This is an optimization exercise on Yosys and OpenROAD, whose aim is small area and a short achievable clock period, not a production implementation. In this exercise RTL edits were held to simulation tests only and were not proved equivalent to the original. Power is estimated from default activity; no workload was simulated.

==> flow/design.v <==
`timescale 1ns / 1ps
module CompareAndShift32Bit (
    input  [30:0] a,
    input  [30:0] b,
    input         sub,
    output        a_ge_b,
    output [7:0]  exp_x,
    output [22:0] frac_x,
    output [23:0] man_x,
    output [23:0] al_man_y
);
    wire [7:0] ea = a[30:23];
    wire [7:0] eb = b[30:23];
    wire [8:0] dab = {1'b0, ea} - {1'b0, eb};
    wire [8:0] dba = {1'b0, eb} - {1'b0, ea};
    wire exp_gt = dba[8];
    wire exp_eq = (ea == eb);
    reg [22:0] gt, eq;
    integer s, i;
    always @(*) begin
        gt = a[22:0] & ~b[22:0];
        eq = ~(a[22:0] ^ b[22:0]);
        for (s = 1; s < 23; s = s * 2)
            for (i = 2*s - 1; i < 23; i = i + 2*s) begin
                gt[i] = gt[i] | (eq[i] & gt[i-s]);
                eq[i] = eq[i] & eq[i-s];
            end
        gt[22] = gt[22] | (eq[22] & (gt[21] | (eq[21] & (gt[19] | (eq[19] & gt[15])))));
        eq[22] = eq[22] & eq[21] & eq[19] & eq[15];
    end
    wire frac_ge = gt[22] | eq[22];
    assign a_ge_b = exp_gt | (exp_eq & frac_ge);
    assign exp_x  = a_ge_b ? ea : eb;
    assign frac_x = a_ge_b ? a[22:0] : b[22:0];
    assign man_x  = {exp_x != 8'd0, frac_x};
    wire [7:0]  shift = exp_gt ? dab[7:0] : dba[7:0];
    wire [22:0] frac_y = a_ge_b ? b[22:0] : a[22:0];
    wire        hid_y  = a_ge_b ? (eb != 8'd0) : (ea != 8'd0);
    wire [23:0] man_y  = {hid_y, frac_y} ^ {24{sub}};
    wire [15:0] f = {16{sub}};
    wire [23:0] s0 = shift[0] ? {f[0],    man_y[23:1]} : man_y;
    wire [23:0] s1 = shift[1] ? {f[1:0],  s0[23:2]}    : s0;
    wire [23:0] s2 = shift[2] ? {f[3:0],  s1[23:4]}    : s1;
    wire [23:0] s3 = shift[3] ? {f[7:0],  s2[23:8]}    : s2;
    wire [23:0] s4 = shift[4] ? {f[15:0], s3[23:16]}   : s3;
    assign al_man_y = (shift[7:5] != 3'd0) ? {24{sub}} : s4;
endmodule
`timescale 1ns / 1ps
module Addition32Bit (
    input         sub,
    input  [23:0] x,
    input  [23:0] y,
    output [24:0] res
);
    wire [23:0] p = x ^ y;
    wire [23:0] g = x & y;
    reg  [23:0] G, P;
    integer s, i;
    always @(*) begin
        G = {g[23:1], g[0] | (p[0] & sub)};
        P = p;
        for (s = 1; s < 24; s = s * 2)
            for (i = 2*s - 1; i < 24; i = i + 2*s) begin
                G[i] = G[i] | (P[i] & G[i-s]);
                P[i] = P[i] & P[i-s];
            end
        for (s = 8; s >= 1; s = s / 2)
            for (i = 3*s - 1; i < 24; i = i + 2*s) begin
                G[i] = G[i] | (P[i] & G[i-s]);
                P[i] = P[i] & P[i-s];
            end
    end
    assign res[23:0] = p ^ {G[22:0], sub};
    assign res[24]   = G[23] & ~sub;
endmodule
`timescale 1ns / 1ps
module Normalization32Bit (
    input  [24:0] res,
    input  [7:0]  exp_base,
    output [22:0] man_res,
    output [7:0]  exp_res,
    output        overflow
);
    wire [7:0] e = exp_base + 8'd1;
    wire [31:0] r = {res, 7'h7f};
    wire z16 = (r[31:16] == 16'd0);
    wire [15:0] q1 = z16 ? r[15:0] : r[31:16];
    wire z8 = (q1[15:8] == 8'd0);
    wire [7:0] q2 = z8 ? q1[7:0] : q1[15:8];
    wire z4 = (q2[7:4] == 4'd0);
    wire [3:0] q3 = z4 ? q2[3:0] : q2[7:4];
    wire z2 = (q3[3:2] == 2'd0);
    wire [1:0] q4 = z2 ? q3[1:0] : q3[3:2];
    wire z1 = ~q4[1];
    wire [4:0] lz = {z16, z8, z4, z2, z1};
    wire big = e[7:5] != 3'd0;
    wire [4:0] k;
    wire [5:0] lt, gt;  
    assign lt[5] = big;
    assign gt[5] = 1'b0;
    genvar i;
    generate
        for (i = 4; i >= 0; i = i - 1) begin : g_min
            assign k[i] = gt[i+1] ? e[i] : (lt[i+1] ? lz[i] : (lz[i] & e[i]));
            assign lt[i] = lt[i+1] | (~gt[i+1] & ~lz[i] & e[i]);
            assign gt[i] = gt[i+1] | (~lt[i+1] & lz[i] & ~e[i]);
        end
    endgenerate
    wire [24:0] n = res << k;
    assign exp_res = n[24] ? e - {3'd0, k} : 8'd0;
    assign man_res = n[23:1];
    assign overflow = (exp_base == 8'd254) & res[24];
endmodule
`timescale 1ns / 1ps
module adder_32bit(
    input clk,
    input rst,
    input [31:0] i_a,
    input [31:0] i_b,
    input i_vld,
    output [31:0] o_res,
    output reg o_res_vld,
    output overflow
);
wire sign_a = i_a[31];
wire sign_b = i_b[31];
wire        a_ge_b;
wire [7:0]  exp_x;
wire [22:0] frac_x;
wire [23:0] man_x, al_man_y;
wire [24:0] res;
CompareAndShift32Bit u_CompareAndShift32Bit (
    .a(i_a[30:0]),
    .b(i_b[30:0]),
    .sub(sign_a ^ sign_b),
    .a_ge_b(a_ge_b),
    .exp_x(exp_x),
    .frac_x(frac_x),
    .man_x(man_x),
    .al_man_y(al_man_y)
);
Addition32Bit u_Addition32Bit (
    .sub(sign_a ^ sign_b),
    .x(man_x),
    .y(al_man_y),
    .res(res)
);
wire exp_a_max = &i_a[30:23];
wire exp_b_max = &i_b[30:23];
wire special   = exp_a_max | exp_b_max;
wire nan_res   = (|frac_x) | (exp_a_max & exp_b_max & (sign_a ^ sign_b));
wire x_zero    = (exp_x == 8'd0) & (frac_x == 23'd0);
wire sign_res  = a_ge_b ? (sign_a & ~x_zero) : sign_b;
reg [24:0] r_res;
reg [7:0]  r_exp;
reg        r_sign, r_special, r_nan;
always @(posedge clk or posedge rst) begin
    if (rst) begin
        r_res <= 25'b0;
        r_exp <= 8'b0;
        r_sign <= 1'b0;
        r_special <= 1'b0;
        r_nan <= 1'b0;
        o_res_vld <= 1'b0;
    end else begin
        r_res <= res;
        r_exp <= exp_x;
        r_sign <= sign_res & ~(special & nan_res);
        r_special <= special;
        r_nan <= special & nan_res;
        o_res_vld <= i_vld;
    end
end
wire [22:0] man_res;
wire [7:0]  exp_res;
wire        operation_overflow;
Normalization32Bit u_Normalization32Bit (
    .res(r_res),
    .exp_base(r_exp),
    .man_res(man_res),
    .exp_res(exp_res),
    .overflow(operation_overflow)
);
assign o_res[31]    = r_sign;
assign o_res[30:23] = exp_res | {8{r_special}};
assign o_res[22]    = r_special ? r_nan : man_res[22];
assign o_res[21:0]  = man_res[21:0] & {22{~r_special}};
assign overflow     = r_special | operation_overflow;
endmodule
==> flow/flow/run.sh <==
#!/bin/bash
# Standard layout, with plain buf_1 cells as the port buffers.
set -euo pipefail
bash standard.sh BUFFER_PORTS_ARGS="-buffer_cell sky130_fd_sc_hd__buf_1" finish > make_finish.log 2>&1
==> flow/standard.sh <==
#!/bin/bash
# synth_recipe.tcl (not shown) runs the flow's synth.tcl, then flattens the netlist and writes it again
# the make line also repeats each setting of config.mk as NAME=value (left out here)
make -C /OpenROAD-flow-scripts/flow DESIGN_CONFIG=/design/flow/config.mk WORK_HOME=/design/flow/orfs CLKGATE_MAP_FILE= SYNTH_SCRIPT=/design/flow/synth_recipe.tcl "${@:-finish}"
==> flow/config.mk <==
export PLATFORM = sky130hd
export DESIGN_NAME = adder_32bit
export DESIGN_NICKNAME = adder_32bit
export VERILOG_FILES = /design/flow/design.v
export SDC_FILE = /design/flow/constraint.sdc
export NUM_CORES = 4
export LEC_CHECK = 0
export ABC_AREA = 1
export CAP_MARGIN = 20
export CORE_MARGIN = 2
export CORE_UTILIZATION = 40
export SLEW_MARGIN = 20
==> flow/constraint.sdc <==
create_clock -name core_clock -period 40.0 [get_ports {clk}]
set_input_delay 8.0000 -clock core_clock [delete_from_list [all_inputs] [get_ports {clk}]]
set_output_delay 8.0000 -clock core_clock [all_outputs]
set_load 0.01 [all_outputs]
==> impl_metrics.py, run 1 <==
metrics = {
    "outcome": {
        "status": "complete, no violations",
    },
    "floorplan": {
        "ioPinCount": 101,
        "start_util": 0.409,
        "chipHeight_um": 145,
        "die_area_um2": 21100,
        "core_um2": 19500,
        "fp.dieW_um": 145,
        "rows": 51,
    },
    "clock_network": {
        "holdBufCountCts": 0,
        "cts_buffers": 5,
        "cts_tree": "done",
        "post_cts_resized": 0,
        "cts_buffer_depth": 2,
        "cts_setup_buffers": 0,
        "ctsHtreeMaxLevel": 2,
        "cts-root-buf": "clkbuf_16",
        "cts.clk_slew.worst_paths_ps": 50,
        "cts.sinks": 37,
    },
    "synth": {
        "syn_area_um2": 7980,
        "synth_edf_count": 0,
        "ys_types": 50,
        "synth-seq-area-share": 0.116,
        "synthCells": 1377,
        "synth-xor-area-share": 0.0307,
        "synth_warnings": 3,
        "synth_nets": 1527,
        "synth_mux_area_frac": 0,
        "yosys.area_share.simple": 0.471,
        "synth.cells.most_frequent": "nand2_1 (417), nand3_1 (285), inv_1 (159), nor2_1 (70), ha_1 (67)",
        "synth_most_common_cell": "nand2_1",
        "yosys.area_share.adder": 0.145,
        "synth_flop_cell": "dfrtp_1",
        "yosysTopAreaCell": "nand2_1",
        "ys_ff_latch": 37,
        "synth_top_area_share": 0.196,
        "synth.area.top_cells": "nand2_1 (20%), nand3_1 (18%), dfrtp_1 (12%), ha_1 (11%), inv_1 (7.5%)",
        "synth_top_family_by_area": "simple AND/OR/NAND/NOR gates",
        "ys_async_sr_fraction": 1.00,
        "synth_compound_area_frac": 0.127,
        "avgSynthCellArea_um2": 5.79,
    },
    "sta": {
        "tightest_slew_ps": 835,
        "finalCritPeriodShare": 0.396,
        "slew-limit-headroom": 0.437,
        "fin_setup_tns_ps": 0,
        "slew_violations": 0,
        "finalHoldViolCount": 0,
        "rsz0062_at_grt": "false",
        "period_minus_slack_ps": 15850,
        "max_freq_mhz": 63.1,
        "setup_viol": 0,
    },
    "power_and_ir_drop": {
        "pwr_density_cell_nw_per_um2": 60.6,
        "p_seq_frac": 0.128,
        "p_leak_nw": 4.67,
        "clock_power_share": 0.091,
        "switching_share": 0.574,
        "p_sw_w": 0.000305,
        "vdd_ir_drop_max_mv": 0.0219,
        "p_comb_frac": 0.781,
        "internal-power_w": 0.000226,
    },
    "worst_setup_path": {
        "critPathCaptureType": "register",
        "slowest_stage": "nand2_2",
        "start_kind": "primary input",
        "cp_max_fo": 66,
        "worstSetupPathType": "in -> reg",
        "cp.required_ps": 40210,
        "crit_top_cell": "nand2_1",
        "startpoint": "i_a[28]",
        "crit_end": "r_res[22]",
        "cp_data_arrival_time_ps": 16060,
        "slowest_delay_ps": 580,
    },
    "drt": {
        "drt-pass1-iter-count": 5,
        "drt-total-wl_mm": 26.3,
        "wl_met3_mm": 1.20,
        "wl_per_cell_um": 15.4,
        "wl_met2_mm": 12.7,
        "ant_nets": 0,
        "drtIter0Drc": 481,
        "vias": 9142,
        "viasPerCell": 5.34,
        "top_layer_used": "met4",
        "wl_met1_mm": 11.5,
        "drc": 0,
    },
    "grt": {
        "grt_pass1_vias": 8449,
        "grt_max_degree": 67,
        "track_usage": 0.245,
        "antenna_found_initial": 0,
        "grt_pass1_wl_mm": 42.6,
        "grt.overflow.total": 0,
    },
    "finish": {
        "nets": 1597,
        "syn2layout_area_growth_pct": 9.86,
        "nFillCells": 2202,
        "diodes": 0,
        "drive_gt1_frac": 0.0442,
        "fin_area_um2": 8770,
    },
    "placed_design": {
        "gp_congestion": 0.923,
        "dp_hpwl_mm": 22.0,
        "placed_cell_area_um2": 8580,
        "port_buffers": 100,
    },
    "job": {
        "max-cap-violations": 0,
    },
    "worst_hold_path": {
        "min_path_type": "in -> async",
    },
}
==> placed cells by master, fill, tap and decap left out, types with 16 or more instances in the layout <==
cell type  netlist  final
xor2_1          21     21
ha_1            67     67
inv_1          159    159
nor2_1          70     70
fa_1            16     16
o21ai_0         55     55
buf_4            2     18
o211ai_1        16     16
nand3_1        285    285
nand2_1        417    416
dfrtp_1         37     37
buf_1           10    100
a21oi_1         47     47
==> power groups by stage <==
stage	registers, W	clock network, W	logic [W]
after global routing	0.0000696	0.0000511	0.000467
after detailed placement	0.0000682	0	0.000411
after CTS	0.0000675	0.0000495	0.000413
after global placement	0.0000679	0	0.000409
after floorplan	0.0000617	0	0.000313
final	0.0000677	0.0000486	0.000415
==> per-stage QoR <==
stage	total power, W	instances	utilization	setup WS (ps)	hold slack [ps]
after floorplan	0.000374	1377	-	25960	8030
after global placement	0.000477	1705	0.439	24110	8080
after detailed placement	0.000479	1705	0.439	23930	8080
after CTS	0.000530	1713	0.449	24180	7790
after global routing	0.000588	1713	0.449	23260	7820
final	0.000531	1713	0.449	24150	7770
==> how the worst min path moves through the flow <==
stage | slack, ps | start | end | cells after the start
final | 7770 | rst | o_res_vld | 3
after global routing | 7820 | i_vld | o_res_vld | 1
after CTS | 7790 | rst | o_res_vld | 3
after detailed placement | 8080 | rst | o_res_vld | 3
after global placement | 8080 | rst | o_res_vld | 3
after floorplan | 8030 | i_vld | o_res_vld | 0
==> cells by family (layout without fill, tap and decap cells) <==
kind of cell               count (synthesis)  count (layout)
and+or+nand+nor                          839             839
DFF                                       37              37
adders and majority gates                 83              83
AOI/OAI and AO/OA                        169             169
buffers and inverters                    221             292
xor gates and xnor gates                  28              28
==> sequential cells by signal, indices dropped and copies added (netlist names) <==
name	flops
r_special	1
r_sign	1
o_res_vld	1
r_res	25
r_nan	1
r_exp	8
==> critical path: cells and delay by family <==
family	cells	cell delay [ps]
buffers and inverters	6	1280
AO/OA/AOI/OAI	8	2080
AND/OR/NAND/NOR	22	2950
adder cells (fa/ha/maj)	4	1690
==> final cells by class <==
| cell class | instances | area [µm²] | share of cell area |
|---|---|---|---|
| tap | 265 | 332 | 0.0378 |
| multi-input combinational | 1119 | 6180 | 0.706 |
| sequential | 37 | 926 | 0.106 |
| inverter | 166 | 623 | 0.0711 |
| timing repair buffer | 118 | 510 | 0.0582 |
| clock buffer | 5 | 125 | 0.0143 |
| clock inverter | 3 | 65.1 | 0.00742 |
==> routing by layer <==
layer	GRT usage	vias to the layer above
met4	0.0922	0
met3	0.0142	54
met2	0.437	321
li1	-	4693
met1	0.310	4074
met5	0	-
==> run 2: changes to the inputs <==
==> flow/flow/run.sh (replaced) <==
#!/bin/bash
# Standard layout, with plain buf_1 cells as the port buffers and timing
# repair aimed at setup slack >= 26 ns.
set -euo pipefail
bash standard.sh BUFFER_PORTS_ARGS="-buffer_cell sky130_fd_sc_hd__buf_1" SETUP_SLACK_MARGIN=26 finish > make_finish.log 2>&1
==> run 2 against run 1 <==
- sequential cell count unchanged
- sequential share of layout area down 0.78 points
- still clean
- critical endpoint unchanged
- worst hold slack better by 1.1 ps
- critical path type unchanged
- clock power down 18%
- fmax grew 15%
- via count increased by 3.9%
==> impl_metrics.py, run 2 <==
metrics = {
    "grt": {
        "grt.overflow.total": 0,
        "grt_pass1_wl_mm": 44.3,
        "track_usage": 0.256,
        "grt_max_degree": 45,
        "antenna_found_initial": 0,
        "grt_pass1_vias": 8751,
    },
    "worst_setup_path": {
        "cp_max_fo": 7,
        "critPathCaptureType": "register",
        "startpoint": "i_a[28]",
        "start_kind": "primary input",
        "crit_top_cell": "inv_1",
        "cp_data_arrival_time_ps": 13970,
        "slowest_stage": "xor2_1",
        "cp.required_ps": 40220,
        "slowest_delay_ps": 780,
        "worstSetupPathType": "in -> reg",
    },
    "drt": {
        "drt-total-wl_mm": 28.0,
        "drtIter0Drc": 600,
        "wl_per_cell_um": 16.0,
        "wl_met3_mm": 1.51,
        "viasPerCell": 5.41,
        "drt-pass1-iter-count": 7,
        "top_layer_used": "met4",
        "vias": 9497,
        "drc": 0,
        "wl_met1_mm": 11.6,
        "wl_met2_mm": 13.5,
        "ant_nets": 0,
    },
    "synth": {
        "synth_warnings": 3,
        "synth-seq-area-share": 0.116,
        "yosysTopAreaCell": "nand2_1",
        "ys_ff_latch": 37,
        "synth_top_area_share": 0.196,
        "synth_most_common_cell": "nand2_1",
        "synth_flop_cell": "dfrtp_1",
        "synth_nets": 1527,
        "ys_types": 50,
        "ys_async_sr_fraction": 1.00,
        "synthCells": 1377,
        "synth.area.top_cells": "nand2_1 (20%), nand3_1 (18%), dfrtp_1 (12%), ha_1 (11%), inv_1 (7.5%)",
        "avgSynthCellArea_um2": 5.79,
        "syn_area_um2": 7980,
        "synth_edf_count": 0,
        "synth.cells.most_frequent": "nand2_1 (417), nand3_1 (285), inv_1 (159), nor2_1 (70), ha_1 (67)",
    },
    "finish": {
        "fin_util": 0.484,
        "nFillCells": 2182,
        "final_common_cell": "nand2_1",
        "reg_top3": "r_res (25), r_exp (8)",
        "diodes": 0,
        "final_cell_mix": "nand2_1 (404), nand3_1 (265), inv_1 (152)",
        "top_register": "r_res",
        "largest_register_ff_count": 25,
        "nets": 1638,
        "drive_gt1_frac": 0.114,
        "syn2layout_area_growth_pct": 18.6,
    },
    "power_and_ir_drop": {
        "vdd_ir_drop_max_mv": 0.0239,
        "p_leak_nw": 4.96,
        "pwr_density_cell_nw_per_um2": 58.3,
    },
    "clock_network": {
        "cts_buffers": 5,
        "cts-root-buf": "clkbuf_16",
        "cts.sinks": 37,
        "ctsHtreeMaxLevel": 2,
        "cts_buffer_depth": 2,
        "cts_tree": "done",
        "cts.clk_slew.worst_paths_ps": 50,
    },
    "sta": {
        "max_freq_mhz": 72.7,
        "finalHoldViolCount": 0,
        "holdWs_ps": 7780,
        "fin_setup_tns_ps": 0,
        "finalCritPeriodShare": 0.344,
        "slew_violations": 0,
        "layout_setup_ws_ps": 26250,
        "period_minus_slack_ps": 13750,
        "slew-limit-headroom": 0.221,
        "tightest_slew_ps": 1170,
        "setup_viol": 0,
        "rsz0062_at_grt": "false",
    },
    "worst_hold_path": {
        "min_path_type": "in -> async",
    },
    "placed_design": {
        "dp_hpwl_mm": 21.9,
        "post-place-ws_ps": 23790,
        "gp_congestion": 0.934,
        "port_buffers": 100,
    },
    "floorplan": {
        "rows": 51,
        "die_area_um2": 21100,
        "start_util": 0.409,
        "fp.dieW_um": 145,
        "ioPinCount": 101,
        "core_um2": 19500,
        "chipHeight_um": 145,
    },
    "job": {
        "max-cap-violations": 0,
    },
    "outcome": {
        "status": "complete, no violations",
    },
}
==> run 2: cell counts after synthesis <==
No cell type changed its count.
==> run 2: final cells by class <==
class / instances / area (µm²) / share of cell area
repair inverters: 3 / 20.0 / 0.00212
multi-input cells: 1122 / 6530 / 0.690
inverters: 166 / 638 / 0.0675
clock buffers: 7 / 153 / 0.0161
clock inverters: 1 / 5.00 / 0.000529
repair buffers: 153 / 857 / 0.0906
well taps: 265 / 332 / 0.0350
flip-flops and latches: 37 / 926 / 0.0979
==> run 2: cells by family (layout without fill, tap and decap cells) <==
logic type | after synthesis | in the layout | synth area share
DFF | 37 | 37 | 0.116
AOI/OAI and AO/OA | 169 | 169 | 0.127
adders and majority gates | 83 | 83 | 0.145
xor gates and xnor gates | 28 | 28 | 0.0307
buffers and inverters | 221 | 330 | 0.110
and+or+nand+nor | 839 | 842 | 0.471
==> run 2: worst paths after layout <==
path | end | slack [ps] | depth (start not counted)
hold / removal | r_exp[6] | 7780 | 3
min in group core_clock | o_res_vld | 7830 | 1
max in group asynchronous | r_res[6] | 31920 | 3
setup / recovery | r_res[22] | 26250 | 33
==> run 2: through the flow <==
| step | instance area [µm²] | total power (W) | std cells |
|---|---|---|---|
| 6_report | 9460 | 0.000552 | 1754 |
| 3_3_place_gp | 8560 | 0.000477 | 1703 |
| 3_5_place_dp | 8560 | 0.000479 | 1703 |
| 4_1_cts | 8990 | 0.000532 | 1722 |
| 2_1_floorplan | 7980 | 0.000375 | 1377 |
| 5_1_grt | 9460 | 0.000613 | 1754 |
==> run 2: per-layer routing <==
layer  GRT usage  up-vias
met2       0.453      324
li1            -     4777
met3      0.0214       85
met5           0        -
met1       0.316     4311
met4       0.114        0
==> run 2: repair_timing <==
action                     in CTS  in global routing
setup endpoints to repair      19                 10
gates cloned                    5                  3
setup buffers                   6                 29
pin swaps                       5                 26
hold buffers                    0                  0
gates resized for setup        30                 58
==> run 2: worst max-delay path, delay by kind of cell <==
family,cells,cell delay (ps)
AO/OA/AOI/OAI,9,1700
adder cells (fa/ha/maj),4,1530
AND/OR/NAND/NOR,13,1170
XOR/XNOR,1,780
buffers and inverters,6,760
==> run 2: power by group <==
group	switching (W)	leakage, nW	internal (W)
sequential	0.0000155	0.436	0.0000522
clock	0.0000134	0.0799	0.0000263
combinational	0.000289	4.45	0.000155
==> run 3: changes to the inputs <==
==> flow/flow/run.sh (replaced) <==
#!/bin/bash
# Standard layout, with plain buf_1 cells as the port buffers and timing
# repair aimed at setup slack >= 24 ns.
set -euo pipefail
bash standard.sh BUFFER_PORTS_ARGS="-buffer_cell sky130_fd_sc_hd__buf_1" SETUP_SLACK_MARGIN=24 finish > make_finish.log 2>&1
==> run 3 against run 2 <==
- largest cell class unchanged
- first-iteration DRC count decreased by 12%
- die area unchanged
- synthesized cell count unchanged
- highest routed layer unchanged
- sequential share of layout area increased by 0.73 points
- sequential cell count unchanged
- non-clock buffer count decreased by 35
==> impl_metrics.py, run 3 <==
metrics = {
    "placed_design": {
        "dpl.cell_count": 1705,
        "post-place-ws_ps": 23930,
        "port_buffers": 100,
        "gp_congestion": 0.923,
        "dp_hpwl_mm": 22.0,
    },
    "worst_setup_path": {
        "crit_top_cell": "nand2_1",
        "path_buf_inv": 7,
        "critPathCaptureType": "register",
        "slowest_delay_ps": 470,
        "cp_data_arrival_time_ps": 15200,
        "crit_family": "simple AND/OR/NAND/NOR gates",
        "cp_max_fo": 66,
        "worstSetupPathType": "in -> reg",
        "start_kind": "primary input",
        "slowest_stage": "fa_1",
        "cp.required_ps": 40210,
    },
    "synth": {
        "synth_flop_cell": "dfrtp_1",
        "synth_nets": 1527,
        "avgSynthCellArea_um2": 5.79,
        "synth_compound_area_frac": 0.127,
        "synth_mux_area_frac": 0,
        "synth_top_area_share": 0.196,
        "ys_ff_latch": 37,
        "synth_top_family_by_area": "simple AND/OR/NAND/NOR gates",
        "synth.cells.most_frequent": "nand2_1 (417), nand3_1 (285), inv_1 (159), nor2_1 (70), ha_1 (67)",
        "yosys.area_share.simple": 0.471,
        "synth.area.top_cells": "nand2_1 (20%), nand3_1 (18%), dfrtp_1 (12%), ha_1 (11%), inv_1 (7.5%)",
        "synth-xor-area-share": 0.0307,
        "synthCells": 1377,
        "synth-seq-area-share": 0.116,
        "syn_area_um2": 7980,
        "synth_warnings": 3,
        "synth_edf_count": 0,
        "ys_async_sr_fraction": 1.00,
        "ys_types": 50,
        "synth_most_common_cell": "nand2_1",
        "yosys.area_share.adder": 0.145,
        "yosysTopAreaCell": "nand2_1",
    },
    "grt": {
        "met1_usage": 0.310,
        "grt_max_degree": 67,
        "track_usage": 0.245,
        "grt_use_met3": 0.0142,
        "grt_pass1_wl_mm": 42.6,
        "grt_pass1_vias": 8449,
        "grt.overflow.total": 0,
        "busiest_layer": "met2",
        "use_met2": 0.437,
        "antenna_found_initial": 0,
    },
    "finish": {
        "syn2layout_area_growth_pct": 10.3,
        "reg_top3": "r_res (25), r_exp (8)",
        "final_cell_mix": "nand2_1 (415), nand3_1 (285), inv_1 (159)",
        "largest_register_ff_count": 25,
        "diodes": 0,
        "final-instance-count-excl-fill": 1713,
        "nets": 1597,
        "drive_gt1_frac": 0.0463,
        "top_register": "r_res",
        "fin_util": 0.451,
        "final_common_cell": "nand2_1",
    },
    "floorplan": {
        "ioPinCount": 101,
        "chipHeight_um": 145,
        "die_area_um2": 21100,
        "core_um2": 19500,
        "fp.dieW_um": 145,
        "rows": 51,
        "start_util": 0.409,
    },
    "power_and_ir_drop": {
        "vdd_ir_drop_max_mv": 0.0220,
        "pwr_density_cell_nw_per_um2": 60.4,
        "p_leak_nw": 4.68,
        "power.total_w": 0.000532,
    },
    "sta": {
        "layout_setup_ws_ps": 25010,
        "finalHoldViolCount": 0,
        "period_minus_slack_ps": 14990,
        "finalCritPeriodShare": 0.375,
        "slew-limit-headroom": 0.411,
        "max_freq_mhz": 66.7,
        "rsz0062_at_grt": "false",
        "tightest_slew_ps": 875,
        "setup_viol": 0,
        "slew_violations": 0,
        "fin_setup_tns_ps": 0,
    },
    "job": {
        "max-cap-violations": 0,
    },
    "outcome": {
        "status": "complete, no violations",
    },
    "clock_network": {
        "cts.sinks": 37,
        "cts.clk_slew.worst_paths_ps": 50,
        "ctsHtreeMaxLevel": 2,
        "cts_buffer_depth": 2,
        "cts_tree": "done",
        "cts-root-buf": "clkbuf_16",
        "cts_buffers": 5,
    },
    "drt": {
        "drc": 0,
        "vias": 9149,
        "viasPerCell": 5.34,
        "drt-total-wl_mm": 26.3,
        "drtIter0Drc": 529,
        "drt-pass1-iter-count": 7,
        "wl_per_cell_um": 15.3,
        "ant_nets": 0,
    },
    "worst_hold_path": {
        "min_path_type": "in -> async",
    },
}
run 3: cell counts after synthesis:
Identical to the previous run, type by type.
run 3: final cells by class:
class / count / area [µm²]
Clock buffer: 5 / 125
Clock inverter: 3 / 65.1
Fill cell: 2199 / 10700
Inverter: 166 / 623
Multi-Input combinational cell: 1119 / 6220
Sequential cell: 37 / 926
Tap cell: 265 / 332
Timing Repair Buffer: 118 / 514
run 3: cell families (layout without fill, tap and decap cells):
group | after synthesis | after routing
buffers and inverters | 221 | 292
adders and majority gates | 83 | 83
and+or+nand+nor | 839 | 839
DFF | 37 | 37
AOI/OAI and AO/OA | 169 | 169
xor gates and xnor gates | 28 | 28
run 3: worst max-delay path by stage:
stage / startpoint / cells past startpoint / endpoint
3_3_place_gp: i_b[14] / 49 / r_res[22]
5_1_grt: i_b[14] / 49 / r_res[22]
2_1_floorplan: i_a[28] / 38 / r_res[22]
4_1_cts: i_a[28] / 40 / r_res[22]
3_5_place_dp: i_a[28] / 40 / r_res[22]
6_report: i_b[14] / 49 / r_res[22]
run 3: power breakdown:
part | switching [W] | leakage (nW) | internal (W) | total [W]
combinational | 0.000277 | 4.15 | 0.000139 | 0.000416
clock | 0.0000131 | 0.0938 | 0.0000355 | 0.0000486
sequential | 0.0000156 | 0.436 | 0.0000522 | 0.0000678
run 3: tightest hold or removal path: cells and delay by family:
kind / cells / cell delay (ps)
buf+inv: 3 / 470
run 3: what timing repair did:
item | 4_1_cts | 5_1_grt
hold buffers | 0 | 0
endpoints found under the hold margin | 0 | 0
resized for setup | 0 | 7
setup buffers | 0 | 0
setup endpoints to repair | 0 | 10
run 3: metal layers:
metal | up-vias | wire (µm)
li1 | 4694 | -
met1 | 4080 | 11400
met2 | 323 | 12800
met3 | 52 | 1200
met4 | 0 | 950
met5 | - | 0
run 3: per-stage QoR:
| step | hold slack, ps | cell area [µm²] |
|---|---|---|
| floorplan | 8030 | 7980 |
| global placement | 8080 | 8580 |
| detailed placement | 8080 | 8580 |
| CTS | 7790 | 8770 |
| global route | 7820 | 8800 |
| finish | 7770 | 8800 |
==> run 4: changes to the inputs <==
==> flow/flow/run.sh (replaced) <==
#!/bin/bash
# The standard ORFS layout with three changes:
#  - ABC maps with the script below (area mapping, no buffering; the
#    layout's repair steps size and buffer instead),
#  - plain buf_1 cells as the port buffers,
#  - timing repair aimed at setup slack >= 26 ns.
set -euo pipefail
rm -rf scripts_custom
cp -r "$FLOW_HOME/scripts" scripts_custom
printf '%s\n' strash '&get -n' '&dch' '&nf' '&put' topo 'stime -c' > scripts_custom/abc_area.script
bash standard.sh SCRIPTS_DIR="$PWD/scripts_custom" \
    BUFFER_PORTS_ARGS="-buffer_cell sky130_fd_sc_hd__buf_1" \
    SETUP_SLACK_MARGIN=26 finish > make_finish.log 2>&1
==> run 4 against run 3 <==
- critical path depth is 17 lower
- worst setup slack gained 950 ps
- worst hold slack worse by 240 ps
- cell count down 23%
- synthesized cell count fell by 34%
- critical path type unchanged
- critical endpoint unchanged
- highest routed layer unchanged
==> impl_metrics.py, run 4 <==
metrics = {
    "sta": {
        "tightest_slew_ps": 976,
        "rsz0062_at_grt": "true",
        "slew-limit-headroom": 0.345,
        "period_minus_slack_ps": 14030,
        "finalCritPeriodShare": 0.351,
        "setup_viol": 0,
        "fin_setup_tns_ps": 0,
        "max_freq_mhz": 71.3,
        "slew_violations": 0,
        "finalHoldViolCount": 0,
    },
    "floorplan": {
        "ioPinCount": 101,
        "rows": 48,
        "start_util": 0.404,
        "fp.dieW_um": 135,
        "die_area_um2": 18300,
        "chipHeight_um": 135,
        "core_um2": 17100,
    },
    "drt": {
        "drt-pass1-iter-count": 6,
        "viasPerCell": 5.85,
        "drtIter0Drc": 586,
        "ant_nets": 0,
        "vias": 7709,
        "wl_per_cell_um": 17.7,
        "drc": 0,
        "drt-total-wl_mm": 23.4,
    },
    "finish": {
        "final_cell_mix": "buf_1 (88), a21oi_1 (86), o21ai_0 (85)",
        "drive_gt1_frac": 0.194,
        "largest_register_ff_count": 25,
        "nFillCells": 1688,
        "final_common_cell": "buf_1",
        "diodes": 0,
        "top_register": "r_res",
        "nets": 1242,
        "reg_top3": "r_res (25), r_exp (8)",
        "seqCellArea_um2": 926,
        "syn2layout_area_growth_pct": 32.1,
        "multi_input_area_um2": 6500,
    },
    "synth": {
        "synthCells": 912,
        "synth_most_common_cell": "o21ai_0",
        "synth-seq-area-share": 0.134,
        "synth.area.top_cells": "dfrtp_1 (13%), ha_1 (12%), mux2i_1 (11%), o21ai_0 (8.5%), a21oi_1 (6.6%)",
        "synth_top_area_share": 0.134,
        "synth_flop_cell": "dfrtp_1",
        "synth.cells.most_frequent": "o21ai_0 (117), a21oi_1 (91), nand2_1 (82), clkinv_1 (77), mux2i_1 (74)",
        "yosysTopAreaCell": "dfrtp_1",
        "ys_ff_latch": 37,
        "ys_async_sr_fraction": 1.00,
        "synth_nets": 1062,
        "synth_edf_count": 0,
        "avgSynthCellArea_um2": 7.56,
        "synth_warnings": 3,
        "syn_area_um2": 6900,
        "ys_types": 51,
    },
    "clock_network": {
        "cts.sinks": 37,
        "ctsHtreeMaxLevel": 2,
        "cts.clk_slew.worst_paths_ps": 50,
        "cts-root-buf": "clkbuf_16",
        "holdBufCountCts": 0,
        "cts_buffer_depth": 2,
        "cts_buffers": 5,
        "cts_tree": "done",
    },
    "power_and_ir_drop": {
        "power.total_w": 0.000564,
        "vdd_ir_drop_max_mv": 0.0509,
        "p_leak_nw": 3.59,
        "pwr_density_cell_nw_per_um2": 61.9,
    },
    "grt": {
        "grt_pass1_wl_mm": 36.8,
        "antenna_found_initial": 0,
        "grt_pass1_vias": 7230,
        "grt_max_degree": 37,
        "track_usage": 0.248,
        "grt.overflow.total": 0,
    },
    "worst_setup_path": {
        "cp.required_ps": 40210,
        "worstSetupPathType": "in -> reg",
        "slowest_delay_ps": 460,
        "critPathCaptureType": "register",
        "slowest_stage": "fa_2",
        "cp_data_arrival_time_ps": 14250,
        "start_kind": "primary input",
        "cp_max_fo": 7,
    },
    "placed_design": {
        "gp_congestion": 0.948,
        "dp_hpwl_mm": 17.3,
        "port_buffers": 100,
    },
    "worst_hold_path": {
        "min_path_type": "in -> async",
    },
    "outcome": {
        "status": "complete, no violations",
    },
    "job": {
        "max-cap-violations": 0,
    },
}
==> run 4: changes by cell type in the layout (fill, tap and decap cells not counted), sizes merged, moves of 47 or more <==
cell	change
clkinv	+71
inv	-161
mux2i	+74
buf	+47
nand3	-268
o21ai	+51
nand2	-347
==> run 4: repair_timing <==
item | in CTS | in global routing
pin swaps | 41 | 41
resized for setup | 132 | 41
hold endpoints to repair | 0 | 0
endpoints found under the setup margin | 43 | 26
gates cloned | 7 | 1
setup buffers | 43 | 17
==> run 4: through the flow <==
stage | area, µm² | cells | util | hold slack, ps | setup WS, ps
after floorplan | 7050 | 912 | - | 8020 | 25910
after global placement | 7750 | 1242 | 0.454 | 7820 | 24820
after detailed placement | 7750 | 1242 | 0.454 | 7820 | 24700
after CTS | 8790 | 1300 | 0.516 | 7520 | 25960
after global routing | 9110 | 1318 | 0.534 | 7540 | 25640
final | 9110 | 1318 | 0.534 | 7530 | 25970
==> run 4: report_power, final <==
part           switching [W]  internal, W   total, W
Sequential         0.0000178    0.0000523  0.0000701
Combinational       0.000267     0.000182   0.000449
Clock              0.0000136    0.0000310  0.0000446
Total               0.000299     0.000265   0.000564
==> run 4: final cells by class <==
class | count | area share
clock inverters | 2 | 0.00412
multi-input cells | 805 | 0.713
flip-flops and latches | 37 | 0.102
clock buffers | 6 | 0.0153
inverters | 77 | 0.0341
well taps | 225 | 0.0309
repair buffers | 166 | 0.101
==> run 4: how the worst max path moves through the flow <==
stage / cells past startpoint / end / slack (ps) / startpoint
final: 32 / r_res[22] / 25970 / i_a[27]
after CTS: 35 / r_res[22] / 25960 / i_b[13]
after floorplan: 34 / r_res[22] / 25910 / i_b[13]
after global placement: 35 / r_res[22] / 24820 / i_b[13]
after detailed placement: 35 / r_res[22] / 24700 / i_b[13]
after global routing: 35 / r_res[22] / 25640 / i_a[23]
==> run 4: layer usage <==
metal | part of all wire | GRT usage
met1 | 0.42 | 0.311
met2 | 0.48 | 0.442
met3 | 0.044 | 0.0105
met4 | 0.048 | 0.116
met5 | 0 | 0
==> run 4: worst max-delay path: cells and delay by family <==
kind	cells	cell delay (ps)
xor+xnor	1	210
buf+inv	4	560
mux	3	560
compound gates	12	1970
simple gates	8	1270
fa+ha+maj	4	1670
==> run 4: cell families (layout without fill, tap and decap cells) <==
logic type | after synthesis | count (layout) | synth area share
compound gates | 321 | 324 | 0.278
xor+xnor | 58 | 58 | 0.0737
fa+ha+maj | 83 | 83 | 0.168
buf+inv | 78 | 251 | 0.0430
flops | 37 | 37 | 0.134
mux | 92 | 92 | 0.142
simple gates | 243 | 248 | 0.161
==> run 5: changes to the inputs <==
--- a/flow/flow/run.sh
+++ b/flow/flow/run.sh
@@ -7,7 +7,7 @@
 set -euo pipefail
 rm -rf scripts_custom
 cp -r "$FLOW_HOME/scripts" scripts_custom
-printf '%s\n' strash '&get -n' '&dch' '&nf' '&put' topo 'stime -c' > scripts_custom/abc_area.script
+printf '%s\n' strash dch amap topo 'stime -c' > scripts_custom/abc_area.script
 bash standard.sh SCRIPTS_DIR="$PWD/scripts_custom" \
     BUFFER_PORTS_ARGS="-buffer_cell sky130_fd_sc_hd__buf_1" \
     SETUP_SLACK_MARGIN=26 finish > make_finish.log 2>&1
==> run 5 against run 4 <==
- synthesized cell count down 1.2%
- non-clock buffer count up 72
- still clean
- sequential power up 0.9%
- combinational power up 2%
- fmax down 12%
- die area down 8.0%
- largest power group unchanged
- via count up 7.3%
- highest routed layer unchanged
- design area up 2.9%
==> impl_metrics.py, run 5 <==
metrics = {
    "drt": {
        "drc": 0,
        "drt-pass1-iter-count": 8,
        "ant_nets": 0,
        "wl_per_cell_um": 18.3,
        "vias": 8269,
        "drtIter0Drc": 587,
        "drt-total-wl_mm": 24.9,
        "viasPerCell": 6.07,
    },
    "grt": {
        "use_met2": 0.486,
        "grt_max_degree": 42,
        "grt_pass1_vias": 7393,
        "busiest_layer": "met2",
        "grt_use_met3": 0.0168,
        "grt_pass1_wl_mm": 37.3,
        "track_usage": 0.277,
        "met1_usage": 0.349,
        "grt.overflow.total": 0,
        "antenna_found_initial": 0,
    },
    "worst_setup_path": {
        "cp.required_ps": 40220,
        "worstSetupPathType": "in -> reg",
        "slowest_delay_ps": 430,
        "start_kind": "primary input",
        "cp_max_fo": 2,
        "cp_data_arrival_time_ps": 16250,
        "slowest_stage": "fa_2",
        "crit_top_cell": "buf_6",
        "critPathCaptureType": "register",
    },
    "placed_design": {
        "dp_hpwl_mm": 16.4,
        "post-place-ws_ps": 22770,
        "gp_congestion": 0.998,
        "port_buffers": 100,
    },
    "sta": {
        "max_freq_mhz": 62.4,
        "layout_setup_ws_ps": 23970,
        "fin_setup_tns_ps": 0,
        "finalCritPeriodShare": 0.401,
        "rsz0062_at_grt": "true",
        "slew_violations": 0,
        "finalHoldViolCount": 0,
        "setup_viol": 0,
        "period_minus_slack_ps": 16030,
        "slew-limit-headroom": 0.415,
        "tightest_slew_ps": 871,
    },
    "power_and_ir_drop": {
        "p_sw_w": 0.000288,
        "p_seq_frac": 0.124,
        "switching_share": 0.504,
        "p_comb_frac": 0.798,
        "p_leak_nw": 3.67,
        "pwr_density_cell_nw_per_um2": 61.0,
        "internal-power_w": 0.000283,
        "clock_power_share": 0.079,
        "vdd_ir_drop_max_mv": 0.0297,
    },
    "outcome": {
        "status": "complete, no violations",
    },
    "finish": {
        "drive_gt1_frac": 0.257,
        "largest_register_ff_count": 25,
        "diodes": 0,
        "syn2layout_area_growth_pct": 48.1,
        "final_common_cell": "nor2_1",
        "reg_top3": "r_res (25), r_exp (8)",
        "top_register": "r_res",
        "final_cell_mix": "nor2_1 (116), clkinv_1 (102), buf_1 (91)",
        "nets": 1300,
    },
    "floorplan": {
        "chipHeight_um": 130,
        "fp.dieW_um": 130,
        "core_um2": 15300,
        "start_util": 0.413,
        "rows": 45,
        "die_area_um2": 16800,
        "ioPinCount": 101,
    },
    "synth": {
        "ys_types": 44,
        "ys_ff_latch": 37,
        "synth_top_area_share": 0.146,
        "synth_warnings": 3,
        "syn_area_um2": 6330,
        "synthCells": 901,
        "avgSynthCellArea_um2": 7.02,
        "synth-seq-area-share": 0.146,
        "ys_async_sr_fraction": 1.00,
        "synth.area.top_cells": "dfrtp_1 (15%), ha_1 (13%), o22a_1 (9.7%), o22ai_1 (9.2%), nor2_1 (7.5%)",
        "synth_most_common_cell": "nor2_1",
        "synth_nets": 1051,
        "synth_flop_cell": "dfrtp_1",
        "synth_edf_count": 0,
        "yosysTopAreaCell": "dfrtp_1",
        "synth.cells.most_frequent": "nor2_1 (127), clkinv_1 (118), o22ai_1 (93), a21oi_1 (78), o21ai_0 (71)",
    },
    "clock_network": {
        "cts_tree": "done",
        "ctsHtreeMaxLevel": 2,
        "holdBufCountCts": 0,
        "cts-root-buf": "clkbuf_16",
        "cts_buffers": 5,
        "cts.clk_slew.worst_paths_ps": 50,
        "cts.sinks": 37,
        "cts_buffer_depth": 2,
    },
    "job": {
        "max-cap-violations": 0,
    },
    "worst_hold_path": {
        "min_path_type": "in -> async",
    },
}
==> run 5: changes by cell type in the layout (fill, tap and decap cells not counted), moves of 17 or more <==
cell	change
o22ai_2	+17
buf_6	+45
a21oi_1	-28
o22ai_1	+65
nor2_1	+55
o21ai_0	-43
mux2i_1	-69
clkinv_1	+43
xnor2_1	-36
buf_4	+22
o22a_1	+68
==> run 5: worst max-delay path, delay by kind of cell <==
family / cells / cell delay (ps)
AO/OA/AOI/OAI: 15 / 2290
adder cells (fa/ha/maj): 3 / 1220
buffers and inverters: 43 / 4180
AND/OR/NAND/NOR: 6 / 510
==> run 5: power groups by stage <==
stage          combinational (W)  sequential (W)   clock, W
2_1_floorplan           0.000266       0.0000616          0
3_3_place_gp            0.000356       0.0000699          0
3_5_place_dp            0.000354       0.0000696          0
4_1_cts                 0.000413       0.0000690  0.0000455
5_1_grt                 0.000497       0.0000718  0.0000474
6_report                0.000456       0.0000707  0.0000449
==> run 5: layer usage <==
metal	vias up	wire (µm)
met5	-	0
met4	0	1100
met3	90	1360
met2	376	12200
met1	3842	10300
li1	3961	-
==> run 5: area by class of cell <==
cell class / count / area, µm²
clock buffer: 6 / 139
clock inverter: 2 / 37.5
fill: 1424 / 5950
inverter: 118 / 522
multi-input combinational: 745 / 5650
sequential: 37 / 927
tap: 211 / 264
timing repair buffer: 238 / 1770
timing repair inverter: 5 / 65.1
==> run 5: cells by family after synthesis <==
| family | after synthesis | share of synthesized area |
|---|---|---|
| xor gates and xnor gates | 2 | 0.00277 |
| AOI/OAI and AO/OA | 405 | 0.425 |
| DFF | 37 | 0.146 |
| and+or+nand+nor | 255 | 0.172 |
| adders and majority gates | 83 | 0.183 |
| buffers and inverters | 119 | 0.0712 |
==> run 5: path summary, 6_finish.rpt <==
| path | startpoint | end | slack, ps | depth (start not counted) |
|---|---|---|---|---|
| max in group asynchronous | rst | r_res[24] | 31910 | 3 |
| worst min-delay path | rst | r_sign | 7770 | 3 |
| worst max-delay path | i_b[3] | r_res[12] | 23970 | 67 |
| min in group core_clock | i_vld | o_res_vld | 7820 | 1 |
==> run 5: through the flow <==
| stage | utilization | std cells | cell area [µm²] | total power [W] | hold slack, ps |
|---|---|---|---|---|---|
| detailed placement | 0.473 | 1223 | 7250 | 0.000423 | 8080 |
| floorplan | - | 901 | 6520 | 0.000328 | 8020 |
| finish | 0.612 | 1362 | 9370 | 0.000571 | 7770 |
| global placement | 0.473 | 1223 | 7250 | 0.000426 | 8080 |
| global route | 0.612 | 1362 | 9370 | 0.000616 | 7820 |
| CTS | 0.572 | 1340 | 8760 | 0.000528 | 7780 |
==> run 5: timing repair <==
item	4_1_cts	5_1_grt
gates cloned	6	2
resized for setup	113	118
endpoints found under the setup margin	37	33
buffers inserted	103	20
pin swaps	61	60
==> run 6: changes to the inputs <==
--- a/flow/flow/run.sh
+++ b/flow/flow/run.sh
@@ -7,7 +7,7 @@
 set -euo pipefail
 rm -rf scripts_custom
 cp -r "$FLOW_HOME/scripts" scripts_custom
-printf '%s\n' strash dch amap topo 'stime -c' > scripts_custom/abc_area.script
+printf '%s\n' strash dch 'map -a' topo 'stime -c' > scripts_custom/abc_area.script
 bash standard.sh SCRIPTS_DIR="$PWD/scripts_custom" \
     BUFFER_PORTS_ARGS="-buffer_cell sky130_fd_sc_hd__buf_1" \
     SETUP_SLACK_MARGIN=26 finish > make_finish.log 2>&1
==> run 6 against run 5 <==
- critical endpoint is now r_res[22]
- worst hold slack lost 180 ps
- utilization shrank 7.3 points
- die area is 7.0% higher
- sequential power decreased by 6.6%
- worst setup slack gained 1900 ps
- highest routed layer unchanged
- clock power decreased by 1%
==> impl_metrics.py, run 6 <==
metrics = {
    "outcome": {
        "status": "complete, no violations",
    },
    "floorplan": {
        "start_util": 0.409,
        "chipHeight_um": 134,
        "core_um2": 16600,
        "die_area_um2": 18000,
        "ioPinCount": 101,
        "rows": 47,
        "fp.dieW_um": 134,
    },
    "grt": {
        "grt_use_met3": 0.00680,
        "track_usage": 0.237,
        "grt_pass1_vias": 7210,
        "busiest_layer": "met2",
        "antenna_found_initial": 0,
        "grt_max_degree": 56,
        "use_met2": 0.414,
        "grt.overflow.total": 0,
        "met1_usage": 0.316,
        "grt_pass1_wl_mm": 35.0,
    },
    "placed_design": {
        "gp_congestion": 0.916,
        "port_buffers": 100,
        "placed_cell_area_um2": 7730,
        "dp_hpwl_mm": 16.6,
    },
    "clock_network": {
        "cts_tree": "done",
        "cts-root-buf": "clkbuf_16",
        "ctsHtreeMaxLevel": 2,
        "cts.clk_slew.worst_paths_ps": 50,
        "cts_buffers": 5,
        "cts.sinks": 37,
        "cts_buffer_depth": 2,
    },
    "finish": {
        "drive_gt1_frac": 0.173,
        "final_common_cell": "nand2_1",
        "fin_area_um2": 8930,
        "fin_util": 0.538,
        "final_cell_mix": "nand2_1 (236), clkinv_1 (137), o21ai_0 (130)",
        "seqCellArea_um2": 926,
        "reg_top3": "r_res (25), r_exp (8)",
        "largest_register_ff_count": 25,
        "nets": 1421,
        "nFillCells": 1776,
        "multi_input_area_um2": 6010,
        "diodes": 0,
        "syn2layout_area_growth_pct": 31.7,
        "top_register": "r_res",
    },
    "synth": {
        "ys_ff_latch": 37,
        "ys_types": 35,
        "ys_async_sr_fraction": 1.00,
        "synth_edf_count": 0,
        "synth_warnings": 3,
        "avgSynthCellArea_um2": 6.16,
        "synth_flop_cell": "dfrtp_1",
        "synth-seq-area-share": 0.137,
        "syn_area_um2": 6780,
        "synth.cells.most_frequent": "nand2_1 (246), clkinv_1 (166), o21ai_0 (158), nor2_1 (112), a21oi_1 (110)",
        "synthCells": 1101,
        "synth_top_area_share": 0.137,
        "yosysTopAreaCell": "dfrtp_1",
        "synth_nets": 1251,
        "synth_most_common_cell": "nand2_1",
        "synth.area.top_cells": "dfrtp_1 (14%), nand2_1 (14%), ha_1 (12%), o21ai_0 (12%), clkinv_1 (9.2%)",
    },
    "drt": {
        "viasPerCell": 5.32,
        "drtIter0Drc": 537,
        "vias": 7943,
        "wl_per_cell_um": 14.8,
        "drt-total-wl_mm": 22.1,
        "drc": 0,
        "drt-pass1-iter-count": 6,
        "ant_nets": 0,
    },
    "worst_setup_path": {
        "critPathCaptureType": "register",
        "startpoint": "i_b[3]",
        "slowest_delay_ps": 450,
        "cp.required_ps": 40220,
        "slowest_stage": "fa_2",
        "start_kind": "primary input",
        "cp_data_arrival_time_ps": 14330,
        "cp_max_fo": 7,
        "crit_family": "compound AO/OA/AOI/OAI gates",
        "worstSetupPathType": "in -> reg",
        "path_buf_inv": 6,
    },
    "power_and_ir_drop": {
        "p_leak_nw": 3.66,
        "pwr_density_cell_nw_per_um2": 57.9,
        "vdd_ir_drop_max_mv": 0.0430,
    },
    "sta": {
        "setup_viol": 0,
        "max_freq_mhz": 70.9,
        "period_minus_slack_ps": 14110,
        "slew-limit-headroom": 0.411,
        "tightest_slew_ps": 874,
        "fin_setup_tns_ps": 0,
        "slew_violations": 0,
        "finalCritPeriodShare": 0.353,
        "finalHoldViolCount": 0,
        "rsz0062_at_grt": "true",
    },
    "job": {
        "max-cap-violations": 0,
    },
    "worst_hold_path": {
        "min_path_type": "in -> async",
    },
}
run 6: cell types whose count changed after synthesis, moves of 32 or more:
cell / change
a21oi_1: +32
clkinv_1: +48
nand2_1: +176
o21ai_0: +87
o22a_1: -70
o22ai_1: -86
xor2_1: +40
run 6: area by class of cell:
type	count	share of cell area
Clock buffer	6	0.0156
Clock inverter	2	0.00420
Inverter	166	0.0764
Multi-Input combinational cell	907	0.673
Sequential cell	37	0.104
Tap cell	220	0.0308
Timing Repair Buffer	152	0.0956
Timing Repair inverter	2	0.00112
run 6: metrics by stage:
step | std cells | power [W] | hold slack (ps) | setup WS [ps]
final | 1492 | 0.000517 | 7590 | 25890
after global routing | 1492 | 0.000575 | 7620 | 25470
after CTS | 1461 | 0.000491 | 7590 | 25940
after detailed placement | 1428 | 0.000430 | 7890 | 24610
after global placement | 1428 | 0.000428 | 7890 | 24800
after floorplan | 1101 | 0.000330 | 8020 | 25770
run 6: power by group:
group,switching (W),internal [W]
Combinational,0.000257,0.000149
Sequential,0.0000138,0.0000522
Clock,0.0000133,0.0000310
Total,0.000284,0.000232
run 6: what timing repair did:
item	4_1_cts	5_1_grt
gates resized for setup	45	113
hold buffers	0	0
endpoints found under the setup margin	15	21
pin swaps	18	48
gates cloned	8	4
setup buffers	17	27
run 6: worst paths after layout:
| kind | endpoint | slack (ps) | depth (start not counted) |
|---|---|---|---|
| min in group core_clock | o_res_vld | 7820 | 1 |
| setup / recovery | r_res[22] | 25890 | 47 |
| hold / removal | r_sign | 7590 | 2 |
| max in group asynchronous | r_res[10] | 31820 | 3 |
run 6: logic make-up after synthesis:
logic type / share of synthesized area
buffers and inverters: 0.0930
DFF: 0.137
adders and majority gates: 0.171
and+or+nand+nor: 0.255
muxes: 0.0133
xor gates and xnor gates: 0.0672
AOI/OAI and AO/OA: 0.264
run 6: per-layer routing:
metal | share of wire | up-vias
met5 | 0 | -
met4 | 0.037 | 0
met3 | 0.039 | 61
met2 | 0.48 | 246
met1 | 0.45 | 3563
li1 | - | 4073
==> run 7: changes to the inputs <==
--- a/flow/config.mk
+++ b/flow/config.mk
@@ -8,5 +8,5 @@
 export ABC_AREA = 1
 export CAP_MARGIN = 20
 export CORE_MARGIN = 2
-export CORE_UTILIZATION = 40
+export CORE_UTILIZATION = 65
 export SLEW_MARGIN = 20
==> run 7 against run 6 <==
- sequential power about the same
- first-iteration DRC count increased by 150%
- sequential cell count unchanged
- cell count decreased by 5.9%
- design area decreased by 2.5%
- global-route usage increased by 13 points
- count of clock-buffer cells in the layout unchanged
- critical path depth decreased by 2
- worst setup slack got worse by 550 ps
- synthesized cell count unchanged
- worst hold slack got worse by 20 ps
- critical path type unchanged
- critical endpoint unchanged
==> impl_metrics.py, run 7 <==
metrics = {
    "finish": {
        "top_register": "r_res",
        "reg_top3": "r_res (25), r_exp (8)",
        "diodes": 0,
        "final_cell_mix": "nand2_1 (237), clkinv_1 (135), o21ai_0 (131)",
        "drive_gt1_frac": 0.172,
        "syn2layout_area_growth_pct": 28.4,
        "final_common_cell": "nand2_1",
        "fin_area_um2": 8710,
        "nets": 1417,
        "fin_util": 0.851,
        "nFillCells": 624,
        "largest_register_ff_count": 25,
    },
    "sta": {
        "rsz0062_at_grt": "true",
        "finalHoldViolCount": 0,
        "tightest_slew_ps": 845,
        "fin_setup_tns_ps": 0,
        "slew_violations": 0,
        "finalCritPeriodShare": 0.366,
        "period_minus_slack_ps": 14660,
        "max_freq_mhz": 68.2,
        "setup_viol": 0,
        "slew-limit-headroom": 0.431,
        "holdWs_ps": 7570,
    },
    "drt": {
        "drc": 0,
        "drt-pass1-iter-count": 8,
        "ant_nets": 0,
        "vias": 9037,
        "drtIter0Drc": 1319,
        "viasPerCell": 6.44,
        "drt-total-wl_mm": 26.4,
        "wl_per_cell_um": 18.8,
    },
    "synth": {
        "synth_warnings": 3,
        "synth.area.top_cells": "dfrtp_1 (14%), nand2_1 (14%), ha_1 (12%), o21ai_0 (12%), clkinv_1 (9.2%)",
        "synth_flop_cell": "dfrtp_1",
        "synth.cells.most_frequent": "nand2_1 (246), clkinv_1 (166), o21ai_0 (158), nor2_1 (112), a21oi_1 (110)",
        "syn_area_um2": 6780,
        "ys_types": 35,
        "ys_ff_latch": 37,
        "synth_most_common_cell": "nand2_1",
        "synth-seq-area-share": 0.137,
        "synth_nets": 1251,
        "avgSynthCellArea_um2": 6.16,
        "synthCells": 1101,
        "yosysTopAreaCell": "dfrtp_1",
        "synth_edf_count": 0,
        "ys_async_sr_fraction": 1.00,
        "synth_top_area_share": 0.137,
    },
    "grt": {
        "antenna_found_initial": 0,
        "grt_pass1_vias": 7381,
        "grt.overflow.total": 0,
        "grt_pass1_wl_mm": 33.8,
        "track_usage": 0.369,
        "grt_max_degree": 56,
    },
    "placed_design": {
        "placed_cell_area_um2": 7620,
        "gp_congestion": 1.04,
        "port_buffers": 100,
        "dp_hpwl_mm": 15.8,
    },
    "worst_hold_path": {
        "min_path_type": "in -> async",
    },
    "worst_setup_path": {
        "start_kind": "primary input",
        "critPathCaptureType": "register",
        "worstSetupPathType": "in -> reg",
        "cp_data_arrival_time_ps": 14890,
        "slowest_stage": "fa_2",
        "cp.required_ps": 40240,
        "slowest_delay_ps": 460,
        "crit_top_cell": "nand2_1",
        "cp_max_fo": 7,
    },
    "clock_network": {
        "cts_buffer_depth": 2,
        "cts.clk_slew.worst_paths_ps": 70,
        "ctsHtreeMaxLevel": 2,
        "cts-root-buf": "clkbuf_8",
        "cts_buffers": 5,
        "cts_tree": "done",
        "cts.sinks": 37,
    },
    "outcome": {
        "status": "complete, no violations",
    },
    "floorplan": {
        "die_area_um2": 11300,
        "rows": 37,
        "core_um2": 10200,
        "chipHeight_um": 106,
        "fp.dieW_um": 106,
        "start_util": 0.663,
        "ioPinCount": 101,
    },
    "power_and_ir_drop": {
        "p_seq_frac": 0.128,
        "p_sw_w": 0.000299,
        "switching_share": 0.583,
        "clock_power_share": 0.047,
        "pwr_density_cell_nw_per_um2": 58.9,
        "internal-power_w": 0.000214,
        "vdd_ir_drop_max_mv": 0.0482,
        "p_comb_frac": 0.825,
        "p_leak_nw": 3.60,
    },
    "job": {
        "max-cap-violations": 0,
    },
}
-- run 7: cell type report --
class / instances / area (µm²) / area share
Timing Repair inverter: 2 / 10.0 / 0.00115
Timing Repair Buffer: 150 / 818 / 0.0940
Inverter: 166 / 682 / 0.0783
Tap cell: 136 / 170 / 0.0195
Sequential cell: 37 / 926 / 0.106
Clock inverter: 2 / 10.0 / 0.00115
Multi-Input combinational cell: 905 / 6020 / 0.691
Clock buffer: 6 / 72.6 / 0.00833
-- run 7: power groups by stage --
stage,registers [W],clock network (W),logic [W]
finish,0.0000657,0.0000241,0.000423
global route,0.0000666,0.0000260,0.000463
CTS,0.0000647,0.0000245,0.000378
detailed placement,0.0000654,0,0.000362
global placement,0.0000651,0,0.000354
floorplan,0.0000609,0,0.000269
-- run 7: path summary, 6_finish.rpt --
check / to / slack, ps / startpoint
min in group core_clock: o_res_vld / 7830 / i_vld
worst min-delay path: r_exp[1] / 7570 / rst
worst max-delay path: r_res[22] / 25340 / i_b[6]
max in group asynchronous: r_res[0] / 31830 / rst
-- run 7: per-stage QoR --
step,power (W),std cells,setup slack [ps]
final,0.000513,1404,25340
after global routing,0.000555,1404,25160
after CTS,0.000468,1373,25980
after detailed placement,0.000427,1343,24620
after global placement,0.000419,1343,24880
after floorplan,0.000330,1101,25770
-- run 7: critical path: cells and delay by family --
kind                     cells  cell delay [ps]
XOR/XNOR                     1              130
adder cells (fa/ha/maj)      3             1020
AND/OR/NAND/NOR             18             1910
AO/OA/AOI/OAI               16             2980
buffers and inverters        7              850
-- run 7: what timing repair did --
| item | 4_1_cts | 5_1_grt |
|---|---|---|
| hold endpoints to repair | 0 | 0 |
| hold buffers | 0 | 0 |
| pin swaps | 24 | 46 |
| endpoints found under the setup margin | 15 | 20 |
| buffers inserted | 16 | 27 |
| gates cloned | 6 | 4 |
| resized for setup | 50 | 112 |
-- run 7: routing by layer --
layer	GRT usage	share of wire
met1	0.441	0.36
met2	0.658	0.46
met3	0.0245	0.095
met4	0.199	0.088
met5	0	0
-- run 7: logic make-up after synthesis --
family,synth area share
AOI/OAI and AO/OA,0.264
buffers and inverters,0.0930
xor gates and xnor gates,0.0672
and+or+nand+nor,0.255
adders and majority gates,0.171
muxes,0.0133
DFF,0.137
==> run 8: changes to the inputs <==
--- a/flow/design.v
+++ b/flow/design.v
@@ -11,29 +11,41 @@
 );
     wire [7:0] ea = a[30:23];
     wire [7:0] eb = b[30:23];
-    wire [8:0] dab = {1'b0, ea} - {1'b0, eb};
-    wire [8:0] dba = {1'b0, eb} - {1'b0, ea};
-    wire exp_gt = dba[8];
-    wire exp_eq = (ea == eb);
-    reg [22:0] gt, eq;
+    wire [7:0] ep = ~(ea ^ eb);
+    wire [7:0] eg = ea & ~eb;
+    reg  [7:0] EG, EP;
+    integer l, j;
+    always @(*) begin
+        EG = eg;
+        EP = ep;
+        for (l = 0; l < 3; l = l + 1)
+            for (j = 0; j < 8; j = j + 1)
+                if (((j >> l) & 1) == 1) begin
+                    EG[j] = EG[j] | (EP[j] & EG[((j >> l) << l) - 1]);
+                    EP[j] = EP[j] & EP[((j >> l) << l) - 1];
+                end
+    end
+    wire exp_gt = EG[7];
+    wire exp_eq = EP[7];
+    reg [22:0] gg, tt;
     integer s, i;
     always @(*) begin
-        gt = a[22:0] & ~b[22:0];
-        eq = ~(a[22:0] ^ b[22:0]);
+        gg = a[22:0] & ~b[22:0];
+        tt = a[22:0] | ~b[22:0];
         for (s = 1; s < 23; s = s * 2)
             for (i = 2*s - 1; i < 23; i = i + 2*s) begin
-                gt[i] = gt[i] | (eq[i] & gt[i-s]);
-                eq[i] = eq[i] & eq[i-s];
+                gg[i] = gg[i] | (tt[i] & gg[i-s]);
+                tt[i] = tt[i] & tt[i-s];
             end
-        gt[22] = gt[22] | (eq[22] & (gt[21] | (eq[21] & (gt[19] | (eq[19] & gt[15])))));
-        eq[22] = eq[22] & eq[21] & eq[19] & eq[15];
-    end
-    wire frac_ge = gt[22] | eq[22];
+        gg[22] = gg[22] | (tt[22] & (gg[21] | (tt[21] & (gg[19] | (tt[19] & gg[15])))));
+        tt[22] = tt[22] & tt[21] & tt[19] & tt[15];
+    end
+    wire frac_ge = gg[22] | tt[22];
     assign a_ge_b = exp_gt | (exp_eq & frac_ge);
     assign exp_x  = a_ge_b ? ea : eb;
     assign frac_x = a_ge_b ? a[22:0] : b[22:0];
     assign man_x  = {exp_x != 8'd0, frac_x};
-    wire [7:0]  shift = exp_gt ? dab[7:0] : dba[7:0];
+    wire [7:0]  shift = ep ^ (exp_gt ? {EG[6:0] | EP[6:0], 1'b1} : ~{EG[6:0], 1'b0});
     wire [22:0] frac_y = a_ge_b ? b[22:0] : a[22:0];
     wire        hid_y  = a_ge_b ? (eb != 8'd0) : (ea != 8'd0);
     wire [23:0] man_y  = {hid_y, frac_y} ^ {24{sub}};
@@ -153,24 +165,23 @@
 wire sign_res  = a_ge_b ? (sign_a & ~x_zero) : sign_b;
 reg [24:0] r_res;
 reg [7:0]  r_exp;
-reg        r_sign, r_special, r_nan;
+reg        r_sign, r_nan;
 always @(posedge clk or posedge rst) begin
     if (rst) begin
         r_res <= 25'b0;
         r_exp <= 8'b0;
         r_sign <= 1'b0;
-        r_special <= 1'b0;
         r_nan <= 1'b0;
         o_res_vld <= 1'b0;
     end else begin
         r_res <= res;
         r_exp <= exp_x;
         r_sign <= sign_res & ~(special & nan_res);
-        r_special <= special;
         r_nan <= special & nan_res;
         o_res_vld <= i_vld;
     end
 end
+wire        r_special = &r_exp;
 wire [22:0] man_res;
 wire [7:0]  exp_res;
 wire        operation_overflow;
--- a/flow/flow/run.sh
+++ b/flow/flow/run.sh
@@ -7,7 +7,7 @@
 set -euo pipefail
 rm -rf scripts_custom
 cp -r "$FLOW_HOME/scripts" scripts_custom
-printf '%s\n' strash dch 'map -a' topo 'stime -c' > scripts_custom/abc_area.script
+printf '%s\n' 'strash' 'dch' 'map -a' 'topo' 'stime -c' > scripts_custom/abc_area.script
 bash standard.sh SCRIPTS_DIR="$PWD/scripts_custom" \
     BUFFER_PORTS_ARGS="-buffer_cell sky130_fd_sc_hd__buf_1" \
     SETUP_SLACK_MARGIN=26 finish > make_finish.log 2>&1
--- a/flow/config.mk
+++ b/flow/config.mk
@@ -8,5 +8,5 @@
 export ABC_AREA = 1
 export CAP_MARGIN = 20
 export CORE_MARGIN = 2
-export CORE_UTILIZATION = 65
+export CORE_UTILIZATION = 40
 export SLEW_MARGIN = 20
==> run 8 against run 7 <==
- combinational power fell by 3%
- sequential power rose by 3%
- count of clock-buffer cells in the layout did not move
- fmax rose by 3.9%
- sequential share of layout area fell by 0.41 points
- first-iteration DRC count fell by 54%
- design area rose by 1.4%
- highest routed layer unchanged
- clock power rose by 73%
- utilization fell by 29 points
- critical path depth fell by 2
==> impl_metrics.py, run 8 <==
metrics = {
    "finish": {
        "final_common_cell": "nand2_1",
        "reg_top3": "r_res (25), r_exp (8)",
        "top_register": "r_res",
    },
    "synth": {
        "yosysTopAreaCell": "o21ai_0",
        "ys_types": 36,
        "synth_warnings": 3,
        "synthCells": 1069,
        "syn_area_um2": 6400,
        "synth-seq-area-share": 0.141,
        "synth.cells.most_frequent": "nand2_1 (221), o21ai_0 (183), clkinv_1 (165), nor2_1 (105), a21oi_1 (96)",
        "synth_nets": 1188,
        "ys_ff_latch": 36,
        "synth_flop_cell": "dfrtp_1",
    },
    "sta": {
        "setup_viol": 0,
        "slew-limit-headroom": 0.457,
        "finalCritPeriodShare": 0.353,
        "slew_violations": 0,
        "rsz0062_at_grt": "true",
    },
    "power_and_ir_drop": {
        "vdd_ir_drop_max_mv": 0.0340,
        "power.total_w": 0.000520,
        "clock_power_share": 0.080,
        "p_leak_nw": 3.63,
    },
    "floorplan": {
        "fp.dieW_um": 131,
        "die_area_um2": 17000,
        "ioPinCount": 101,
    },
    "grt": {
        "grt_use_met3": 0.0143,
        "busiest_layer": "met2",
        "use_met2": 0.435,
        "grt.overflow.total": 0,
        "track_usage": 0.242,
        "grt_pass1_vias": 6991,
    },
    "drt": {
        "drt-total-wl_mm": 21.4,
        "ant_nets": 0,
        "drt-pass1-iter-count": 5,
        "wl_per_cell_um": 14.4,
        "vias": 7815,
    },
    "worst_setup_path": {
        "cp_data_arrival_time_ps": 14260,
        "cp_max_fo": 14,
        "crit_top_cell": "buf_4",
        "slowest_stage": "fa_2",
        "slowest_delay_ps": 400,
        "worstSetupPathType": "in -> reg",
        "crit_family": "compound AO/OA/AOI/OAI gates",
    },
    "clock_network": {
        "cts-root-buf": "clkbuf_16",
        "cts.sinks": 36,
        "cts_buffers": 5,
        "holdBufCountCts": 0,
        "cts.clk_slew.worst_paths_ps": 50,
    },
    "outcome": {
        "status": "complete, no violations",
    },
}
[run 8: cell count changes after synthesis, moves of 4 or more]
cell     delta
ha_1       -29
nand2_1    -25
o21ai_0    +25
a21oi_1    -14
nand3_1    +14
nor2_1      -7
a31oi_1     -5
nand4_1     -5
nor3_1      +5
a22oi_1     +4
o22ai_1     +4
[run 8: power by group through the flow]
stage               Sequential, W  Combinational (W)  Clock (W)
floorplan               0.0000600           0.000260          0
global route            0.0000691           0.000464  0.0000447
finish                  0.0000676           0.000410  0.0000417
detailed placement      0.0000661           0.000355          0
CTS                     0.0000655           0.000387  0.0000430
global placement        0.0000658           0.000354          0
[run 8: repair_timing]
action                                  in CTS  in global routing
endpoints found under the setup margin      16                 21
pin swaps                                   39                 49
buffers inserted                            43                 29
gates resized for setup                     72                103
gates cloned                                 6                  3
[run 8: cells by family after synthesis]
logic type | share of synthesized area
XOR/XNOR | 0.0711
AND/OR/NAND/NOR | 0.264
multiplexers | 0.0125
flip-flops | 0.141
adder cells (fa/ha/maj) | 0.118
AO/OA/AOI/OAI | 0.295
buffers and inverters | 0.0979
[run 8: through the flow]
stage | std cells | worst slack [ps] | util | area (µm²) | hold slack (ps)
after detailed placement | 1393 | 24360 | 0.465 | 7340 | 7820
final | 1482 | 25890 | 0.560 | 8830 | 7530
after floorplan | 1069 | 25210 | - | 6630 | 8010
after global placement | 1393 | 24550 | 0.465 | 7340 | 7820
after global routing | 1482 | 25450 | 0.560 | 8830 | 7540
after CTS | 1450 | 25760 | 0.522 | 8230 | 7530
[run 8: cell type report]
class,count,area [µm²],area share
Multi-Input combinational cell,868,5550,0.629
Timing Repair Buffer,187,1250,0.142
Sequential cell,36,902,0.102
Inverter,165,678,0.0768
Tap cell,216,270,0.0306
Clock buffer,6,129,0.0146
Clock inverter,2,35.0,0.00397
Timing Repair inverter,2,10.0,0.00113
[run 8: worst max-delay path by stage]
stage / slack, ps / depth (start not counted) / startpoint / to
final: 25890 / 43 / i_a[15] / r_res[15]
after global routing: 25450 / 47 / i_a[15] / r_res[22]
after CTS: 25760 / 46 / i_a[6] / r_res[22]
after detailed placement: 24360 / 47 / i_b[7] / r_res[22]
after global placement: 24550 / 47 / i_b[7] / r_res[22]
after floorplan: 25210 / 45 / i_b[7] / r_res[22]
[run 8: layer usage]
layer | share of wire | wire (µm) | vias up
met5 | 0 | 0 | -
met4 | 0.037 | 792 | 0
met3 | 0.038 | 809 | 52
met2 | 0.49 | 10500 | 243
met1 | 0.43 | 9210 | 3470
li1 | - | - | 4050

Setup slack of run 8, layout unchanged: 25.890 ns with ideal ports, 25.860 ns with driving cells assumed (clock clkbuf_16, inputs buf_2), 25.557 ns with port delays also shifted by the 0.303 ns mid clock arrival.
